Source: an optimization exercise on an open RTL-to-GDS flow (aim: small area, a short achievable clock period and few clock cycles). Production flows keep margins and buffers that such runs may drop.
Function was checked by simulation only, so behaviour that the tests miss may differ from the original.
Power figures rest on the tool's default switching activity, not on a simulated workload.

<file path="flow/design.v">
module HAMMING_IP #(parameter IP_BIT = 8) (
    input  [IP_BIT+4-1:0] IN_code,
    output [IP_BIT-1:0]   OUT_code
);
localparam EC_BIT = IP_BIT + 4;
reg [3:0] syn;
integer p;
always @(*) begin
    syn = 4'd0;
    for (p = 1; p <= EC_BIT; p = p + 1)
        if (IN_code[EC_BIT-p]) syn = syn ^ p[3:0];
end
reg [IP_BIT-1:0] d;
integer q, k;
always @(*) begin
    d = {IP_BIT{1'b0}};
    k = IP_BIT - 1;
    for (q = 3; q <= EC_BIT; q = q + 1)
        if (q != 4 && q != 8) begin
            d[k] = IN_code[EC_BIT-q] ^ (syn == q[3:0]);
            k = k - 1;
        end
end
assign OUT_code = d;
endmodule
module MDC(
    clk,
    rst_n,
    in_valid,
    in_data,
    in_mode,
    out_valid,
    out_data
);
input clk, rst_n, in_valid;
input [8:0] in_mode;
input [14:0] in_data;
output reg out_valid;
output [206:0] out_data;
reg  [3:0]  cnt;        
always @(posedge clk or negedge rst_n) begin
    if (!rst_n)
        cnt <= 4'd0;
    else
        cnt <= in_valid ? cnt + 4'd1 : 4'd0;
end
wire [3:0] k1 = cnt;
wire [10:0] e;
wire [4:0]  md;
HAMMING_IP #(11) dec_data (.IN_code(in_data), .OUT_code(e));
HAMMING_IP #(5)  dec_mode (.IN_code(in_mode), .OUT_code(md));
reg m4, m3;
always @(posedge clk) begin
    if (in_valid && cnt == 4'd0) begin
        m4 <= md[4];             
        m3 <= md[1] & ~md[4];    
    end
end
wire m2 = ~m4 & ~m3;             
reg signed [10:0] sr [1:8];
integer i;
always @(posedge clk) begin
    sr[1] <= e;
    for (i = 2; i <= 8; i = i + 1)
        sr[i] <= sr[i-1];
end
reg  [3:0] r0ld;
always @(posedge clk or negedge rst_n) begin
    if (!rst_n)
        r0ld <= 4'd0;
    else
        r0ld <= (in_valid && k1[3:2] == 2'd0) ? (4'd1 << k1[1:0]) : 4'd0;
end
wire [44:0] DET;
wire [10:0] row0 [0:3];
assign row0[0] = DET[10:0];
assign row0[1] = DET[21:11];
assign row0[2] = DET[32:22];
assign row0[3] = DET[43:33];
function [17:0] booth;
    input [10:0] v;
    input        ng;
    reg   [12:0] t;
    integer j;
    begin
        t = {v[10], v, 1'b0};
        for (j = 0; j < 6; j = j + 1)
            booth[3*j +: 3] = {t[2*j+2] ^ ng,
                               t[2*j+1] ^ t[2*j],
                               (t[2*j+2 -: 3] == 3'b011) || (t[2*j+2 -: 3] == 3'b100)};
    end
endfunction
reg p16;
always @(posedge clk or negedge rst_n) begin
    if (!rst_n)
        p16 <= 1'b0;
    else
        p16 <= (k1 == 4'd15) & m4;
end
reg        p16b;
reg  [3:0] k2;
always @(posedge clk or negedge rst_n) begin
    if (!rst_n) begin
        p16b <= 1'b0;
        k2   <= 4'd0;
    end else begin
        p16b <= p16;
        k2   <= k1;
    end
end
wire [3:0] xs0, xs1, xs2;
wire       x0e, x1e, x2e, x0n, x1n, x2n;
wire [9:0] ys0n;
wire [6:0] ys1n;
wire [7:0] ys2n;
wire [4:0] as0n, ds0n;
wire [2:0] as1n, as2n;
wire [3:0] ds1n, ds2n;
wire [8:0] dfn;
wire       rot3n, rot0n;
CTL ctl_d (.v(1'b1), .k(k1), .p16(p16), .m4(m4), .m3(m3),
           .xs0(xs0), .xs1(xs1), .xs2(xs2), .x0e(x0e), .x1e(x1e), .x2e(x2e),
           .x0n(x0n), .x1n(x1n), .x2n(x2n), .ys0(ys0n), .ys1(ys1n), .ys2(ys2n),
           .as0(), .ds0(), .as1(), .ds1(), .as2(), .ds2(), .df(), .rot3(), .rot0());
CTL ctl_s (.v(1'b1), .k(k2), .p16(p16b), .m4(m4), .m3(m3),
           .xs0(), .xs1(), .xs2(), .x0e(), .x1e(), .x2e(),
           .x0n(), .x1n(), .x2n(), .ys0(), .ys1(), .ys2(),
           .as0(as0n), .ds0(ds0n), .as1(as1n), .ds1(ds1n), .as2(as2n), .ds2(ds2n),
           .df(dfn), .rot3(rot3n), .rot0(rot0n));
wire [10:0] x0v = xs0[3] ? row0[0] : xs0[2] ? row0[2] : xs0[1] ? sr[4] : sr[1];
wire [10:0] x1v = xs1[3] ? row0[3] : xs1[2] ? row0[1] : sr[4];
wire [10:0] x2v = xs2[3] ? row0[2] : row0[1];
reg [10:0] XA0, XA1, XA2;    
reg [2:0]  XC0, XC1, XC2;    
reg [9:0]  ys0;
reg [6:0]  ys1;
reg [7:0]  ys2;
reg [4:0]  ds0;
reg [3:0]  ds1, ds2;
reg [8:0]  dfe;
reg        rot3, rot0;
always @(posedge clk) begin
    XA0 <= x0v; XA1 <= x1v; XA2 <= x2v;
    XC0 <= {x0e, x0n, |xs0};
    XC1 <= {x1e, x1n, |xs1};
    XC2 <= {x2e, x2n, |xs2};
    ys0 <= ys0n; ys1 <= ys1n; ys2 <= ys2n;
    ds0 <= ds0n;
    ds1 <= ds1n;
    ds2 <= ds2n;
    dfe <= dfn;
    rot3 <= rot3n;
    rot0 <= rot0n;
end
reg done1, done2;
reg ov2, ov3, ov4, ov23;
reg  [8:0] rawm;
reg  [3:0] k3;
reg        p16c, m4b, m3b;
wire [4:0] mdb;
HAMMING_IP #(5) dec_mode_b (.IN_code(rawm), .OUT_code(mdb));
always @(posedge clk) begin
    rawm <= in_mode;
    if (in_valid && cnt == 4'd1) begin
        m4b <= mdb[4];
        m3b <= mdb[1] & ~mdb[4];
    end
end
always @(posedge clk or negedge rst_n) begin
    if (!rst_n) begin
        k3   <= 4'd0;
        p16c <= 1'b0;
    end else begin
        k3   <= k2;
        p16c <= p16b;
    end
end
wire done2b = ((k3 == 4'd15) & ~m4b) | p16c;
reg ov2b, ov23b, ov4b, t4sb;
reg q15, done2c, done2d;
reg ov2c, ov23c, ov4c, t4sc, ov2d, ov23d, t4sd;
always @(posedge clk or negedge rst_n) begin
    if (!rst_n) begin
        done1 <= 1'b0;
        done2 <= 1'b0;
        out_valid <= 1'b0;
        ov2 <= 1'b0;
        ov3 <= 1'b0;
        ov4 <= 1'b0;
        ov23 <= 1'b0;
        ov2b <= 1'b0;
        ov23b <= 1'b0;
        ov4b <= 1'b0;
        q15 <= 1'b0;
        done2c <= 1'b0;
        done2d <= 1'b0;
        ov2c <= 1'b0;
        ov23c <= 1'b0;
        ov4c <= 1'b0;
        ov2d <= 1'b0;
        ov23d <= 1'b0;
    end else begin
        done1 <= ((k1 == 4'd15) & ~m4) | p16;
        done2 <= done1;
        out_valid <= done2;
        ov2 <= done2 & m2;
        ov3 <= done2 & m3;
        ov4 <= done2 & m4;
        ov23 <= done2 & ~m4;
        ov2b <= done2b & ~m4b & ~m3b;
        ov23b <= done2b & ~m4b;
        ov4b <= done2b & m4b;
        q15 <= (cnt == 4'd15);
        done2c <= (q15 & ~m4) | p16b;
        done2d <= ((k2 == 4'd15) & ~m4b) | p16b;
        ov2c <= done2c & m2;
        ov23c <= done2c & ~m4;
        ov4c <= done2c & m4;
        ov2d <= done2d & ~m4b & ~m3b;
        ov23d <= done2d & ~m4b;
    end
end
reg  [206:0] R;
assign DET = {R[101:94], R[152:136], R[206:187]};
reg  [21:0]  P01, P02, P03, P12, P13, P23;
wire [33:0]  POS0 = R[33:0];
wire [33:0]  POS1 = R[186:153];
wire [33:0]  POS2 = R[135:102];
wire [33:0]  POS3 = R[84:51];
function [33:0] sx11;  input [10:0] a; sx11 = {{23{a[10]}}, a}; endfunction
function [33:0] sx22;  input [21:0] a; sx22 = {{12{a[21]}}, a}; endfunction
wire [33:0] y0 = ({34{ys0[9]}} & sx11(sr[4])) | ({34{ys0[8]}} & sx11(sr[6])) |
                 ({34{ys0[7]}} & sx11(sr[7])) | ({34{ys0[6]}} & sx11(sr[8])) |
                 ({34{ys0[5]}} & sx22(P23))   | ({34{ys0[4]}} & sx22(P03))   |
                 ({34{ys0[3]}} & sx22(P01))   | ({34{ys0[2]}} & sx22(P12))   |
                 ({34{ys0[1]}} & sx22(P13))   | ({34{ys0[0]}} & POS0);
wire [21:0] y1 = ({22{ys1[6]}} & sx11(sr[3])) | ({22{ys1[5]}} & sx11(sr[4])) |
                 ({22{ys1[4]}} & sx11(sr[6])) | ({22{ys1[3]}} & sx11(sr[7])) |
                 ({22{ys1[2]}} & P13)         | ({22{ys1[1]}} & P02)         |
                 ({22{ys1[0]}} & P12);
wire [21:0] y2 = ({22{ys2[7]}} & sx11(sr[2])) | ({22{ys2[6]}} & sx11(sr[3])) |
                 ({22{ys2[5]}} & sx11(sr[4])) | ({22{ys2[4]}} & sx11(sr[6])) |
                 ({22{ys2[3]}} & P12)         | ({22{ys2[2]}} & P23)         |
                 ({22{ys2[1]}} & P03)         | ({22{ys2[0]}} & P01);
wire [44:0] s0w, c0w;
wire [33:0] s1w, c1w, s2w, c2w;
wire [10:0] xv0 = {11{XC0[2]}} & (XC0[0] ? XA0 : sr[1]);
wire [10:0] xv1 = {11{XC1[2]}} & (XC1[0] ? XA1 : sr[1]);
wire [10:0] xv2 = {11{XC2[2]}} & (XC2[0] ? XA2 : sr[1]);
MUL1 #(.YW(34), .AW(45)) mul0 (.X(booth(xv0, XC0[1])), .y(y0), .s(s0w), .c(c0w), .ng(n0w));
MUL1 #(.YW(22), .AW(34)) mul1 (.X(booth(xv1, XC1[1])), .y(y1), .s(s1w), .c(c1w), .ng(n1w));
MUL1 #(.YW(22), .AW(34)) mul2 (.X(booth(xv2, XC2[1])), .y(y2), .s(s2w), .c(c2w), .ng(n2w));
wire [5:0] n0w, n1w, n2w;
reg  [5:0] N0, N1, N2;
reg [44:0] S0, C0;
reg [33:0] S1, C1, S2, C2;
always @(posedge clk) begin
    S0 <= s0w; C0 <= c0w;
    N0 <= n0w; N1 <= n1w; N2 <= n2w;
    S1 <= s1w; C1 <= c1w;
    S2 <= s2w; C2 <= c2w;
end
wire [44:0] o0;
wire [33:0] o1, o2;
reg  [44:0] A0;
reg  [33:0] A1, A2;
always @(posedge clk) begin
    A0 <= ({45{as0n[4] | as0n[0]}} & o0) |
          ({45{as0n[1]}} & {11'b0, o1}) |
          ({45{as0n[3]}} & {23'b0, P02}) |
          ({45{as0n[2]}} & {23'b0, P03});
    A1 <= ({34{as1n[2]}} & o1) |
          ({34{as1n[0]}} & o2) |
          ({34{as1n[1]}} & {12'b0, P13});
    A2 <= ({34{as2n[2]}} & o2) |
          ({34{as2n[1]}} & POS0) |
          ({34{as2n[0]}} & o1);
end
localparam [44:0] K34 = -((45'd1 << 34) * 1365);
localparam [44:0] K22 = -((45'd1 << 22) * 1365);
function [44:0] negs; input [5:0] n;
    negs = {34'b0, n[5], 1'b0, n[4], 1'b0, n[3], 1'b0, n[2], 1'b0, n[1], 1'b0, n[0]};
endfunction
wire [44:0] nk0 = K34 | negs(N0);
wire [44:0] nk1 = K22 | negs(N1);
wire [44:0] nk2 = K22 | negs(N2);
assign o0 = A0 + S0 + C0 + nk0;
assign o1 = A1 + S1 + C1 + nk1[33:0];
assign o2 = A2 + S2 + C2 + nk2[33:0];
always @(posedge clk) begin
    if (ds0[4])      P01 <= o0[21:0];
    if (ds0[3])      P02 <= o0[21:0];
    else if (ds1[3]) P02 <= o1[21:0];
    if (ds0[2])      P03 <= o0[21:0];
    else if (ds2[3]) P03 <= o2[21:0];
    if (ds1[2])      P12 <= o1[21:0];
    if (ds1[1])      P13 <= o1[21:0];
    else if (ds2[2]) P13 <= o2[21:0];
    if (ds2[1])      P23 <= o2[21:0];
end
reg [206:0] Rn;
reg [44:0]  Dn;
integer m;
always @(*) begin
    Rn = R;
    Dn = DET;
    if (ds0[0])  Dn = o0;
    if (r0ld[0]) Dn[10:0]  = sr[1];
    if (r0ld[1]) Dn[21:11] = sr[1];
    if (r0ld[2]) Dn[32:22] = sr[1];
    if (r0ld[3]) Dn[43:33] = sr[1];
    {Rn[101:94], Rn[152:136], Rn[206:187]} = Dn;
    for (m = 0; m < 9; m = m + 1)
        if (dfe[m]) Rn[206-23*m -: 23] = {o2[21], o2[21:0]};
    if (ds0[1])      Rn[33:0] = o0[33:0];
    else if (rot0)   Rn[33:0] = POS1;
    if (ds1[0])      Rn[186:153] = o1;
    if (ds2[0])      Rn[135:102] = o2;
    if (rot3)        Rn[84:51] = POS0;
end
always @(posedge clk) R <= Rn;
reg t3f0, t3f1, t3f2, t3f3, t4s;
always @(posedge clk or negedge rst_n) begin
    if (!rst_n) begin
        t3f0 <= 1'b0;
        t3f1 <= 1'b0;
        t3f2 <= 1'b0;
        t3f3 <= 1'b0;
        t4s  <= 1'b0;
        t4sb <= 1'b0;
        t4sc <= 1'b0;
        t4sd <= 1'b0;
    end else begin
        t3f0 <= done2 & m3 & o1[33];
        t3f1 <= done2 & m3 & o2[33];
        t3f2 <= done2 & m3 & R[33];
        t3f3 <= done2 & m3 & o0[33];
        t4s  <= done2 & m4 & Dn[44];
        t4sb <= done2b & m4b & Dn[44];
        t4sc <= done2c & m4 & Dn[44];
        t4sd <= done2d & m4b & Dn[44];
    end
end
wire [206:0] t3 = {3'b000, {17{t3f0}}, 34'b0, {17{t3f1}}, 34'b0,
                   {17{t3f2}}, 34'b0, {17{t3f3}}, 34'b0};
wire [206:0] t4 = {{51{t4sd}}, {52{t4sb}}, {52{t4sc}}, {7{t4s}}, {22{ov4c}} & DET[44:23], {23{ov4}} & DET[22:0]};
wire [206:0] ring_bits = {20'b0, {34{1'b1}}, 17'b0, {34{1'b1}}, 17'b0,
                          {34{1'b1}}, 17'b0, {34{1'b1}}};
wire [206:0] f23 = {{51{ov23d}}, {52{ov23b}}, {52{ov23c}}, {52{ov23}}};
wire [206:0] f2  = {{51{ov2d}},  {52{ov2b}},  {52{ov2c}},  {52{ov2}}};
assign out_data = (ring_bits & f23 & R) | (~ring_bits & f2 & R) | t3 | t4;
endmodule
module MUL1 #(parameter YW = 22, parameter AW = 34) (
    input  [17:0]   X,
    input  [YW-1:0] y,
    output [AW-1:0] s,
    output [AW-1:0] c,
    output [5:0]    ng       
);
wire [AW-1:0] row [0:5];
genvar j;
generate
    for (j = 0; j < 6; j = j + 1) begin : pp
        wire n1 = X[3*j+2], one = X[3*j+1], two = X[3*j];
        wire [YW:0] mg = ({(YW+1){one}} & {y[YW-1], y}) |
                         ({(YW+1){two}} & {y, 1'b0});
        wire [YW:0] mm = mg ^ {(YW+1){n1}};
        assign row[j] = {{(AW-YW-1){1'b0}}, ~mm[YW], mm[YW-1:0]} << (2*j);
        assign ng[j]  = n1;
    end
endgenerate
function [2*AW-1:0] csa;
    input [AW-1:0] a, b, d;
    begin
        csa[AW-1:0]    = a ^ b ^ d;
        csa[2*AW-1:AW] = ((a & b) | (a & d) | (b & d)) << 1;
    end
endfunction
wire [AW-1:0] s1a, c1a, s1b, c1b, s2, c2;
assign {c1a, s1a} = csa(row[0], row[1], row[2]);
assign {c1b, s1b} = csa(row[3], row[4], row[5]);
assign {c2, s2}   = csa(s1a, c1a, s1b);
assign {c, s}     = csa(s2, c2, c1b);
endmodule
module CTL (
    input        v, p16, m4, m3,
    input  [3:0] k,
    output [3:0] xs0, xs1, xs2,      
    output       x0e, x1e, x2e,      
    output       x0n, x1n, x2n,      
    output [9:0] ys0,    
    output [6:0] ys1,    
    output [7:0] ys2,    
    output [4:0] as0,    
    output [4:0] ds0,    
    output [2:0] as1,    
    output [3:0] ds1,    
    output [2:0] as2,    
    output [3:0] ds2,    
    output [8:0] df,     
    output       rot3, rot0
);
wire m2 = ~m4 & ~m3;
wire [1:0] r = k[3:2];
wire [1:0] c = k[1:0];
wire pph   = v & ((m4 & r == 2'd1) | (m3 & r == 2'd2));   
wire ring4 = v & m4 & (r == 2'd2);                         
wire ring4x= v & m4 & (k == 4'd12);                        
wire ring3 = v & m3 & (r == 2'd3);                         
wire det4  = (v & m4 & (r == 2'd3) & (c != 2'd0)) | p16;   
wire d2    = v & m2 & (r != 2'd0);                         
wire c0 = c == 2'd0, c1 = c == 2'd1, c2 = c == 2'd2, c3 = c == 2'd3;
wire ringa = ring4 | ring4x | ring3;
assign xs0 = {ring3 & c0, ring3 & c1, ring4x, det4};
assign x0e = pph | (ring4 & ~c0) | ring4x | ring3 | det4;
assign x0n = pph ? c0 : ring4 ? c1 : ring3 ? c1 : det4 ? (~p16 & c[0]) : 1'b0;
assign ys0 = pph   ? {c0, c1, c2, c3, 6'b0} :
             ring4 ? {4'b0, c0, c1, c2, c3, 2'b0} :
             ring4x? {4'b0, 1'b1, 5'b0} :
             ring3 ? {6'b0, c2, c0 | c3, c1, 1'b0} :
             det4  ? 10'b1 : 10'b0;
assign as0 = pph   ? {c1, c2, c3, 2'b0} :
             ringa ? {3'b0, ~(c0 & ~ring4x), 1'b0} :
             det4  ? {4'b0, ~(c1 & ~p16)} : 5'b0;
assign ds0 = pph   ? {c0 | c1, c2, c3, 2'b0} :
             ringa ? 5'b00010 :
             det4  ? 5'b00001 : 5'b0;
assign xs1 = {ring3 & c0, ring3 & c3, ring4x, 1'b0};
assign x1e = pph | (ring4 & ~c0) | ring4x | ring3 | (d2 & ~c3);
assign x1n = pph ? (c0 | c1) : ring4 ? (c1 | c2) : ring3 ? ~c0 :
             ring4x ? 1'b0 : 1'b1;
assign ys1 = pph   ? {c0, c1, c2, c3, 3'b0} :
             (ring4 | ring4x) ? {4'b0, c0 | c2, c1 | c3, 1'b0} :
             ring3 ? {4'b0, c2, c1 | c3, c0} :
             d2    ? 7'b0100000 : 7'b0;
assign as1 = pph   ? {c2, c3, 1'b0} :
             ringa ? {2'b0, ~(c0 & ~ring4x)} :
             det4  ? 3'b001 : 3'b0;
assign ds1 = pph   ? {c0, c1 | c2, c3, 1'b0} :
             (ringa | det4) ? 4'b0001 :
             (d2 & ~c3) ? 4'b0100 : 4'b0;
assign xs2 = {ring3 & c2, ring3 & c3, 2'b0};
assign x2e = pph | ring4 | ring3 | (d2 & ~c0);
assign x2n = pph ? ~c3 : ring4 ? c2 : 1'b0;
assign ys2 = pph   ? {c0, c1, c2, c3, 4'b0} :
             ring4 ? {4'b0, c0, c1, c2, c3} :
             ring3 ? {4'b0, c0, c1 | c3, 1'b0, c2} :
             d2    ? 8'b00010000 : 8'b0;
assign as2 = pph   ? {c3, 2'b0} :
             (ring4 | ring3) ? {1'b0, ~(c0 | c1), 1'b0} :
             (ring4x | det4) ? 3'b010 :
             d2    ? 3'b001 : 3'b0;
assign ds2 = pph   ? {c0, c1, c2 | c3, 1'b0} :
             (ringa | det4) ? 4'b0001 : 4'b0;
genvar g;
generate
    for (g = 0; g < 9; g = g + 1) begin : dfd
        assign df[g] = d2 & (k == 4 * (g / 3) + (g % 3) + 5);
    end
endgenerate
assign rot3 = ringa | det4;
assign rot0 = det4;
endmodule
</file>
<file path="flow/flow/run.sh">
#!/bin/bash
# The standard layout (the standard.sh, standard synthesis), with timing
# repair aiming at a setup slack of 9.0 ns on the 13.5 ns clock. The clock
# period and all constraints are unchanged.
set -euo pipefail
bash standard.sh SETUP_SLACK_MARGIN=9.0 finish > standard_flow.log 2>&1
</file>
<file path="flow/standard.sh">
#!/bin/bash
# synth_recipe.tcl (not shown) runs the flow's synth.tcl, then flattens the netlist and writes it again
# the make line also repeats each setting of config.mk as NAME=value (left out here)
make -C /OpenROAD-flow-scripts/flow DESIGN_CONFIG=/design/flow/config.mk WORK_HOME=/design/flow/orfs CLKGATE_MAP_FILE= SYNTH_SCRIPT=/design/flow/synth_recipe.tcl "${@:-finish}"
</file>
<file path="flow/config.mk">
export PLATFORM = sky130hd
export DESIGN_NAME = MDC
export DESIGN_NICKNAME = MDC
export VERILOG_FILES = /design/flow/design.v
export SDC_FILE = /design/flow/constraint.sdc
export NUM_CORES = 4
export LEC_CHECK = 0
export CAP_MARGIN = 50
export CORE_MARGIN = 2
export CORE_UTILIZATION = 40
export SLEW_MARGIN = 70
</file>
<file path="flow/constraint.sdc">
create_clock -name core_clock -period 13.5 [get_ports {clk}]
set_input_delay 2.7000 -clock core_clock [delete_from_list [all_inputs] [get_ports {clk}]]
set_output_delay 2.7000 -clock core_clock [all_outputs]
set_load 0.01 [all_outputs]
</file>
==> results of run 1 <==
[kinds of logic after synthesis]
| kind of cell | count (synthesis) | synth area share (%) |
|---|---|---|
| buffers and inverters | 1175 | 7.32 |
| muxes | 151 | 2.62 |
| and+or+nand+nor | 1094 | 7.83 |
| adders and majority gates | 698 | 19.1 |
| xor gates and xnor gates | 659 | 9.47 |
| DFF | 901 | 35.4 |
| AOI/OAI and AO/OA | 1564 | 18.2 |
[final cells by class]
class                   instances  area (um2)  share of cell area, %
multi-input cells            4166       37400                   49.6
flip-flops and latches        901       21700                   28.8
repair buffers                772        7290                   9.67
clock buffers                 140        3000                   3.97
inverters                     713        2710                   3.60
well taps                    2030        2540                   3.37
clock inverters                60         661                  0.876
diodes                         18        45.0                 0.0598
[synthesized netlist by cell type, drive strengths merged, types with 55 or more instances]
| master | number |
|---|---|
| clkbuf | 371 |
| dfxtp | 518 |
| ha | 303 |
| edfxtp | 340 |
| a21oi | 176 |
| a22o | 80 |
| mux2i | 76 |
| a22oi | 558 |
| nand3 | 88 |
| fa | 395 |
| nor2 | 135 |
| xnor2 | 562 |
| xor2 | 97 |
| inv | 706 |
| buf | 91 |
| a21o | 176 |
| nand2 | 638 |
| mux2 | 75 |
| a222oi | 55 |
| o21ai | 266 |
[per-stage QoR]
stage | std cells | utilization, % | setup WS, ns
after floorplan | 6242 | - | 9.40
after global placement | 8206 | 43.3 | 8.42
after detailed placement | 8423 | 45.4 | 8.67
after CTS | 8749 | 48.8 | 8.72
after global routing | 8783 | 49.6 | 8.70
final | 8800 | 49.6 | 8.72
[per-layer routing]
metal  part of all wire [%]  vias up
li1                       -    22400
met3                     15      958
met1                     38    27000
met4                    7.5       38
met2                     40     4092
met5                   0.10        -
[flip-flops by register name, indices dropped and copies added, names as in the netlist, 7 cells and up]
signal	count
R	205
sr	88
A0	45
S0	45
C0	40
A1	34
A2	34
S1	33
S2	33
C1	28
C2	28
P01	22
P02	22
P03	22
P12	22
P13	22
P23	22
XA0	11
XA1	11
XA2	11
dfe	9
rawm	9
ys0	7
ys2	7
[power by group through the flow]
| stage | Combinational [mW] | Sequential [mW] | Clock (mW) |
|---|---|---|---|
| 6_report | 7.17 | 3.49 | 3.05 |
| 5_1_grt | 7.30 | 3.51 | 3.16 |
| 4_1_cts | 6.66 | 3.48 | 3.05 |
| 3_5_place_dp | 6.60 | 3.54 | 0 |
| 3_3_place_gp | 5.91 | 3.55 | 0 |
| 2_1_floorplan | 3.06 | 3.43 | 0 |
[timing repair]
| action | 4_1_cts | 5_1_grt |
|---|---|---|
| resized for setup | 1036 | 146 |
| cloned | 26 | 1 |
| buffers inserted | 100 | 15 |
| hold buffers | 0 | 0 |
| setup endpoints to repair | 215 | 248 |
| pin swaps | 70 | 27 |
[worst max path at each step]
stage                        to  cells past startpoint
5_1_grt            out_data[38]                      3
2_1_floorplan  sr[1][6]$_DFF_P_                      7
6_report           out_data[36]                      3
3_3_place_gp     S2[12]$_DFF_P_                     13
3_5_place_dp   sr[1][6]$_DFF_P_                      8
4_1_cts           out_data[202]                      7
==> metrics.cfg, run 1 <==
[place]
placed_area_mm2=0.0689
place.detailed.hpwl_um=208000
io_buffer_count=234
gp_congestion=1.06

[detailed_routing]
drc=0
viasPerCell=6.19
ant_nets=0
via_count=54500
drt-pass1-iter-count=10
wirelength_um=287000
wire_per_inst_um=32.6
drt-initial-drc-count=8819

[worst_setup_path]
worstSetupPathType=flip-flop to output port
cp-start-kind=flip-flop
critPathBufInv=2
end_kind=output port
ff2ff_path_depth=14
crit_family=flip-flops
cp_cell_sequence=buf_6 > a221o_1 > buf_2
cp_max_fo=8
r2r_start=A0[19]$_DFF_P_
worstPathRequired_ns=10.80
r2r-end=R[99]$_DFFE_PP_
max_stage_delay_ns=0.55
critPathSlowestCell=dfrtp_4
r2r_slack_ns=9.04
arrival_ns=2.08
crit_path_start=ov4c$_DFF_PN0_

[clock_tree]
clk_pin_slew_ns=0.06
clk_latency_ns=0.78
cts_tree=built
root_buffer=clkbuf_16
cts_inserted_buffers=105
clock-sinks=901
cts_buffer_depth=3
htree_num_levels=3

[layout]
nNetsFinal=7384
area_growth_pct=23.2
final_cell_area_mm2=0.0754
final_cell_mix=inv_1, a22oi_1, nand2_1
final_common_cell=inv_1
drive_above_1_share_pct=20.6
fillers=13900

[floorplan]
coreArea_mm2=0.152
chipHeight_um=395
rows=143
initial_core_util_pct=40.3
die_area_mm2=0.156
io_pins=235
die_x_um=395

[global_route]
use_met1_pct=46.5
grt_start_max_net_pins=61
gr-total-overflow=0
grt_first_pass_wirelength_um=397000
first_global_vias=51700
gr-usage-all-layers_pct=35.7
use_met3_pct=14.3
grtUsageMet2_pct=49.5
globalRoute.busiestLayer=met2
antenna_found_initial=26

[pwr]
cellInternalPower_mw=7.27
vdd_drop_max_uv=246
power.leakage_nw=33.2
total_power_mw=13.7
seqPwrFrac_pct=25.5
power_density_mw_per_mm2=182
pwr-share-clk_pct=22.2
comb_power_share_pct=52.3
p_sw_mw=6.44
p_sw_share_pct=47.0

[timing]
finalSetupViolCount=0
whs_ns=0.298
final_hold_viol_count=0
clock.fmax_ghz=0.209
maxSlewHeadroom_pct=62.4
fin_crit_sh_pct=35.4
fin_worst_skew_ns=0.0732
drv_slew=0
setup-tns-final_ns=0
finalCriticalPeriod_ns=4.78
rsz0062_at_grt=yes
worst_slew_pin_slew_ns=0.564

[yosys]
synth_seq_cells=901
yosysWarnings=6
avgSynthCellArea_um2=9.80
async_flop_share_pct=4.77
synth_edf_count=340
synth_top_area_cell=dfxtp_1
synth_fp_nets=6967
yosysUniqueCellTypes=92
syn-instance-count=6242
synth.cell_area_mm2=0.0612
synth_top_area_share_pct=16.9
synth_area_leaders=dfxtp_1, edfxtp_1, fa_1, xnor2_1, a22oi_1
ys_seq_area_share_pct=35.4
synth_ff_type=dfxtp_1

[worst_hold_path]
holdPathStages=0
hp-class=flip-flop to flip-flop
hold_end=sr[6][6]$_DFF_P_
hp-start=sr[5][6]$_DFF_P_

[run]
drv_cap=0

[status]
outcome=timing/DRC/antenna clean

Testbench counts, summed over its fixed seeds: cycles 46,426.
==> run 2, diff against run 1 <==
==> flow/flow/run.sh (replaced) <==
#!/bin/bash
# The standard layout (the standard.sh, standard synthesis), with timing
# repair aiming at a setup slack of 9.2 ns on the 13.5 ns clock. The clock
# period and all constraints are unchanged.
set -euo pipefail
bash standard.sh SETUP_SLACK_MARGIN=9.2 finish > standard_flow.log 2>&1
==> metrics.cfg, run 2 <==
[timing]
clock.fmax_ghz=0.207
setup-tns-final_ns=0
maxSlewHeadroom_pct=63.9
final_hold_viol_count=0
worst_slew_pin_slew_ns=0.540
fin_crit_sh_pct=35.7
finalSetupViolCount=0
rsz0062_at_grt=yes
drv_slew=0
fin_worst_skew_ns=0.0741
finalCriticalPeriod_ns=4.82

[global_route]
gr-total-overflow=0
first_global_vias=51800
grt_start_max_net_pins=61
grt_first_pass_wirelength_um=398000
antenna_found_initial=34
gr-usage-all-layers_pct=35.7

[clock_tree]
root_buffer=clkbuf_16
clock-sinks=901
clk_pin_slew_ns=0.06
holdBufCountCts=0
cts_tree=built
cts_buffer_depth=3
cts_inserted_buffers=105
htree_num_levels=3
clk_latency_ns=0.78

[yosys]
syn-instance-count=6242
synth_seq_cells=901
synth_edf_count=340
synth.most_common_cell=inv_1
synth_area_leaders=dfxtp_1, edfxtp_1, fa_1, xnor2_1, a22oi_1
synthTopCellsByCount=inv_1, nand2_1, xnor2_1
avgSynthCellArea_um2=9.80
synth_top_area_cell=dfxtp_1
synth_fp_nets=6967
yosysWarnings=6
yosysUniqueCellTypes=92
ys_seq_area_share_pct=35.4
synth.cell_area_mm2=0.0612
async_flop_share_pct=4.77
synth_ff_type=dfxtp_1
synth_top_area_share_pct=16.9

[worst_setup_path]
critPathBufInv=2
critPathSlowestCell=dfrtp_4
worstSetupPathType=flip-flop to output port
end_kind=output port
cp_max_fo=8
crit_family=flip-flops
arrival_ns=2.12
cp_cell_sequence=buf_6 > a221o_1 > buf_2
max_stage_delay_ns=0.56
cp-start-kind=flip-flop
worstPathRequired_ns=10.80

[layout]
final_core_util_pct=50.0
drive_above_1_share_pct=21.5
area_growth_pct=24.2
top_register=R
final_cell_mix=inv_1, a22oi_1, nand2_1
largest_reg_flops=205
reg.largest.list=R (205), sr (88)
final_cell_area_mm2=0.0760
nNetsFinal=7401
fin_cells=8821
fillers=13800
final_common_cell=inv_1

[worst_hold_path]
hp-class=flip-flop to flip-flop

[pwr]
total_power_mw=13.9
power_density_mw_per_mm2=183
vdd_drop_max_uv=237
power.leakage_nw=33.3

[status]
outcome=timing/DRC/antenna clean

[floorplan]
rows=143
initial_core_util_pct=40.3
coreArea_mm2=0.152
die_area_mm2=0.156
chipHeight_um=395
io_pins=235
die_x_um=395

[run]
drv_cap=0

[detailed_routing]
ant_nets=0
wire_per_inst_um=32.6
viasPerCell=6.22
drt-initial-drc-count=8680
wirelength_um=288000
drc=0
via_count=54900
drt-pass1-iter-count=10

[place]
place.detailed.hpwl_um=208000
placed_area_mm2=0.0689
io_buffer_count=234
placedCellCount=8423
gp_congestion=1.06

==> run 2: changes by cell type in the layout (fill, tap and decap cells not counted), sizes merged <==
cell / change
buf: +16
diode: +4
clkbuf: +1
clkdlybuf4s50: -1
clkinv: -1
dlygate4sd2: +1
inv: +1
==> run 2: where the power goes <==
group          switching [mW]  internal (mW)  leakage, nW
Clock                    1.32           1.73         1.79
Combinational            4.98           2.38         23.5
Sequential              0.221           3.27         8.04
==> run 2: metrics by stage <==
stage	setup slack (ns)	hold slack, ns
2_1_floorplan	9.40	0.310
3_3_place_gp	8.42	0.310
3_5_place_dp	8.67	0.312
4_1_cts	8.72	0.305
5_1_grt	8.70	0.313
6_report	8.68	0.293
==> run 2: logic make-up (layout without fill, tap and decap cells) <==
| logic type | count (synthesis) | in the layout | share of synthesized area [%] |
|---|---|---|---|
| flops | 901 | 901 | 35.4 |
| fa+ha+maj | 698 | 698 | 19.1 |
| mux | 151 | 151 | 2.62 |
| other cells | 0 | 22 | 0 |
| buf+inv | 1175 | 1702 | 7.32 |
| compound gates | 1564 | 1564 | 18.2 |
| simple gates | 1094 | 1094 | 7.83 |
| xor+xnor | 659 | 659 | 9.47 |
==> run 2: final timing paths <==
kind	from	to	depth (start not counted)	slack, ns
worst min register to register	sr[5][6]$_DFF_P_	sr[6][6]$_DFF_P_	0	0.29
worst max register to register	ys2[6]$_SDFF_PP0_	S0[23]$_DFF_P_	18	9.22
worst max-delay path	ov4c$_DFF_PN0_	out_data[38]	3	8.68
max in group asynchronous	rst_n	ov4$_DFF_PN0_	3	11.14
worst min-delay path	sr[5][6]$_DFF_P_	sr[6][6]$_DFF_P_	0	0.29
min in group asynchronous	rst_n	cnt[2]$_DFF_PN0_	2	1.90
==> run 2: timing repair <==
item                                    4_1_cts  5_1_grt
pin swaps                                    78       43
cloned                                       26        1
gates resized for setup                    1063      220
setup buffers                               103       29
endpoints found under the setup margin      249      317
==> run 2: worst register-to-register path: stages, from the launching register on <==
cell	delay (ns)
dfxtp_1	0.31
buf_6	0.18
a22o_1	0.23
a221oi_2	0.20
buf_6	0.17
nand2_1	0.09
a221oi_4	0.24
buf_12	0.17
clkbuf_4	0.26
buf_4	0.17
nand2_4	0.12
mux2i_1	0.19
a22oi_1	0.10
xnor2_1	0.18
fa_1	0.51
inv_1	0.05
fa_1	0.47
inv_1	0.05
fa_1	0.44
==> run 2: routing by layer <==
metal / vias up / global-route usage, % / wire length, um
li1: 22400 / - / -
met1: 27200 / 46.5 / 108000
met2: 4246 / 49.3 / 115000
met3: 956 / 14.0 / 42000
met4: 32 / 21.5 / 22200
met5: - / 0.708 / 252
==> run 2: cell type report <==
| class | count | area (um2) | area share (%) |
|---|---|---|---|
| Clock buffer | 140 | 3000 | 3.94 |
| Clock inverter | 60 | 661 | 0.869 |
| Antenna cell | 22 | 55.1 | 0.0725 |
| Timing Repair Buffer | 789 | 7510 | 9.88 |
| Multi-Input combinational cell | 4166 | 37800 | 49.7 |
| Sequential cell | 901 | 21700 | 28.6 |
| Tap cell | 2030 | 2540 | 3.34 |
| Inverter | 713 | 2710 | 3.57 |

==> what the ideal ports hide <==
The flow's constraints put no driver on any port. The routed layouts listed below were extracted and timed again, unchanged, in two steps. Step 1 (the two cells are an assumption about what drives the block):
set clk [get_ports {clk}]
set_driving_cell -lib_cell sky130_fd_sc_hd__clkbuf_16 $clk
set_driving_cell -lib_cell sky130_fd_sc_hd__buf_2 [delete_from_list [all_inputs] $clk]
Step 2 also shifts input and output timing later by t, the mid clock arrival at the registers, as if the neighbouring blocks saw the same clock. a / b / c = ideal / step 1 / step 2; a / b = the first two.
| run | t (ns) | setup slack, ns | clock arrival spread, ns | worst slew at a driven data input, ns | cell pins on the clock port's net |
|---|---|---|---|---|---|
| run 1 | 0.835 | 8.719 / 8.628 / 8.678 | 0.076 / 0.076 | 0.07 | 1 |
| run 2 | 0.835 | 8.680 / 8.590 / 8.666 | 0.074 / 0.075 | 0.06 | 1 |
After both steps setup and hold are still met in every run listed. For run 1, which loses most, drivers alone change the setup slack by -0.091 ns; drivers and shift together by -0.041 ns.
